This is an optimization exercise on Yosys and OpenROAD, whose aim is small area and a short achievable clock period, not a production implementation. In this exercise RTL edits were held to simulation tests only and were not proved equivalent to the original.

// TRN_RMS
module TRN_RMS(
    input wire clk,
    input wire reset,
    input wire [19:0] data_in,
    output wire rms_tlast,
    output wire [39:0] result
);
Settings: LEC_CHECK=0, CAP_MARGIN=20, CORE_MARGIN=2, CORE_UTILIZATION=70, CTS_BUF_LIST=sky130_fd_sc_hd__clkbuf_8, PLACE_DENSITY=0.8, SETUP_SLACK_MARGIN=5, SLEW_MARGIN=20, TNS_END_PERCENT=100; clock period 8.0 ns.
standard.sh (not shown) runs the stock make flow with config.mk's settings and CLKGATE_MAP_FILE= SYNTH_SCRIPT=/design/flow/synth_recipe.tcl, a recipe that flattens the netlist after the stock synthesis.
==> flow/flow/run.sh <==
#!/bin/bash
# Layout flow: the standard ORFS flow (standard.sh), with two changes:
#  - after the standard synthesis, the logic between the sample registers and
#    the squarer's carry-save registers (sq_s, sq_c) is replaced by the
#    hand-mapped tree in flow/tree.txt (flow/patch.py); registers are untouched;
#  - repair aims at a tighter setup margin, may resize across cell footprints,
#    and ports get buf_1 buffers.
set -euo pipefail
MARGIN=${MARGIN:-5.3}
R=$PWD/orfs/results/sky130hd/TRN_RMS/base
python3 - "$MARGIN" <<'PY'
import re, sys
s = open("standard.sh").read()
s2 = re.sub(r'SETUP_SLACK_MARGIN=\S+', 'SETUP_SLACK_MARGIN=' + sys.argv[1], s)
s2 = s2.replace('"${@:-finish}"', 'MATCH_CELL_FOOTPRINT=0 "${@:-finish}"')
assert s2.count('MATCH_CELL_FOOTPRINT=0') == 1 and 'SETUP_SLACK_MARGIN=' + sys.argv[1] in s2
open("my_standard.sh", "w").write(s2)
PY
export BUFFER_PORTS_ARGS="-buffer_cell sky130_fd_sc_hd__buf_1"
bash my_standard.sh "$R/1_2_yosys.v" > synth.log 2>&1
cp "$R/1_2_yosys.v" "$R/1_2_yosys_standard.v"
python3 flow/patch.py "$R/1_2_yosys_standard.v" flow/tree.txt "$R/1_2_yosys.v" > patch.log 2>&1
bash my_standard.sh > layout.log 2>&1
Other scripts of this flow, unchanged in this note and not shown: flow/flow/patch.py, flow/flow/tree.txt
Change:
--- a/flow/flow/run.sh
+++ b/flow/flow/run.sh
@@ -8,3 +8,3 @@
 set -euo pipefail
-MARGIN=${MARGIN:-5.3}
+MARGIN=${MARGIN:-5.15}
 R=$PWD/orfs/results/sky130hd/TRN_RMS/base
Global-route usage drops by 0.16 points.
Final area drops by 2.1%.
Cell count drops by 0.70%.
Die area stays the same.
Clock-buffer cell count does not change.
Via count drops by 0.50%.
Utilization drops by 1.6 points.
Change:
--- a/flow/flow/run.sh
+++ b/flow/flow/run.sh
@@ -8,3 +8,3 @@
 set -euo pipefail
-MARGIN=${MARGIN:-5.15}
+MARGIN=${MARGIN:-5.4}
 R=$PWD/orfs/results/sky130hd/TRN_RMS/base
Outcome:
- The changed run finished with timing, DRC and antenna clean
- worst setup slack improved by 0.11 ns
- design area went up by 5.7%
- fmax went up by 4.1%
- area after synthesis stays the same
- register-to-register slack improved by 0.11 ns
- hold slack improved by 0.0030 ns
- core utilization went up by 4.3 points
- clock-buffer cell count went up by 2
- wire length went up by about 7%
- non-clock buffer count went up by 20

========
== lane 1 ==
TRN_RMS, a different RTL version from the one above (not shown whole).
Size in the first run: about 11000 sq um of cells after synthesis.
Settings: LEC_CHECK=0, CAP_MARGIN=20, CORE_MARGIN=2, CORE_UTILIZATION=60, CTS_BUF_LIST=sky130_fd_sc_hd__clkbuf_8, SETUP_SLACK_MARGIN=5, SLEW_MARGIN=20, TNS_END_PERCENT=100; clock period 8.0 ns.
==> flow/flow/run.sh <==
#!/bin/bash
# Layout flow: the standard ORFS flow (standard.sh), with two changes:
#  - after the standard synthesis, the logic between the sample registers and
#    the squarer's carry-save registers (sq_s, sq_c) is replaced by the
#    hand-mapped tree in flow/tree.txt (flow/patch.py); registers are untouched;
#  - repair aims at a tighter setup margin, may resize across cell footprints,
#    and ports get buf_2 buffers.
set -euo pipefail
MARGIN=${MARGIN:-5.0}
R=$PWD/orfs/results/sky130hd/TRN_RMS/base
python3 - "$MARGIN" <<'PY'
import re, sys
s = open("standard.sh").read()
s2 = re.sub(r'SETUP_SLACK_MARGIN=\S+', 'SETUP_SLACK_MARGIN=' + sys.argv[1], s)
s2 = s2.replace('"${@:-finish}"', 'MATCH_CELL_FOOTPRINT=0 "${@:-finish}"')
assert s2.count('MATCH_CELL_FOOTPRINT=0') == 1 and 'SETUP_SLACK_MARGIN=' + sys.argv[1] in s2
open("my_standard.sh", "w").write(s2)
PY
export BUFFER_PORTS_ARGS="-buffer_cell sky130_fd_sc_hd__buf_2"
bash my_standard.sh "$R/1_2_yosys.v" > synth.log 2>&1
cp "$R/1_2_yosys.v" "$R/1_2_yosys_standard.v"
python3 flow/patch.py "$R/1_2_yosys_standard.v" flow/tree.txt "$R/1_2_yosys.v" > patch.log 2>&1
bash my_standard.sh > layout.log 2>&1
Other scripts of this flow, unchanged in this note and not shown: flow/flow/patch.py, flow/flow/tree.txt
Input changes introduced in lane 2 (baseline for comparison: lane 1):
- CORE_UTILIZATION changed from 60 to 40
==> summary.txt <==
On count of nets after finishing, lane 2 and lane 1 are basically level.
Lane 2 completed; timing, DRC and antenna clean
Compared with lane 1, lane 2 shows a area added between synthesis and finish that is 1.1 points higher.
Lane 2 against lane 1: routed wire length +420 um.
## Diff of input files: lane 3 against lane 2
- CORE_UTILIZATION now 70, was 40
- PLACE_DENSITY now 0.8, previously not set
==> comparison <==
Timing endpoint of the critical path: sq_c[20]$_DFF_P_ -> lane 3, sq_c[18]$_DFF_P_ -> lane 2
Summary — global-route wire length before repair, lane 3 relative to lane 2: lower, by about 5.4%.
Higher final design instance area without fill goes to lane 2 over lane 3.
| setup slack of the critical path after layout | higher: lane 3 |
Going from lane 2 to lane 3, critical path data required time grew by 20 ps; hold slack rose 6.8 ps; storage element area was more or less identical.

what the ideal ports hide:
The flow's constraints put no driver on any port. The routed layouts listed below were extracted and timed again, unchanged, in two steps. Step 1 assumes that a clkbuf_16 drives the clock port and a buf_2 every other input. Step 2 times the ports against the registers' clock, not the clock port: input delays grow and output delays shrink by t, the midpoint of the rising clock arrivals with the driver on. Three values: ideal ports, drivers, drivers and shift; two values: the first two.
| run | t (ns) | slack for setup (ns) | worst register clock-pin slew, ns |
|---|---|---|---|
| the first run of note 1 | 0.501 | 5.348 / 5.309 / 4.948 | 0.09 / 0.09 |
| the second run of note 1 | 0.495 | 5.272 / 5.272 / 4.944 | 0.09 / 0.09 |
| the third run of note 1 | 0.490 | 5.381 / 5.381 / 5.018 | 0.08 / 0.08 |
| lane 1 | 0.499 | 5.088 / 5.088 / 5.088 | 0.09 / 0.09 |
| lane 2 | 0.488 | 5.088 / 5.088 / 5.088 | 0.08 / 0.08 |
| lane 3 | 0.500 | 5.100 / 5.100 / 5.100 | 0.09 / 0.09 |
After both steps every run listed still meets setup and hold. The setup slack of the first run of note 1, which loses most, moves by -0.039 ns with the drivers and by -0.400 ns with both steps.
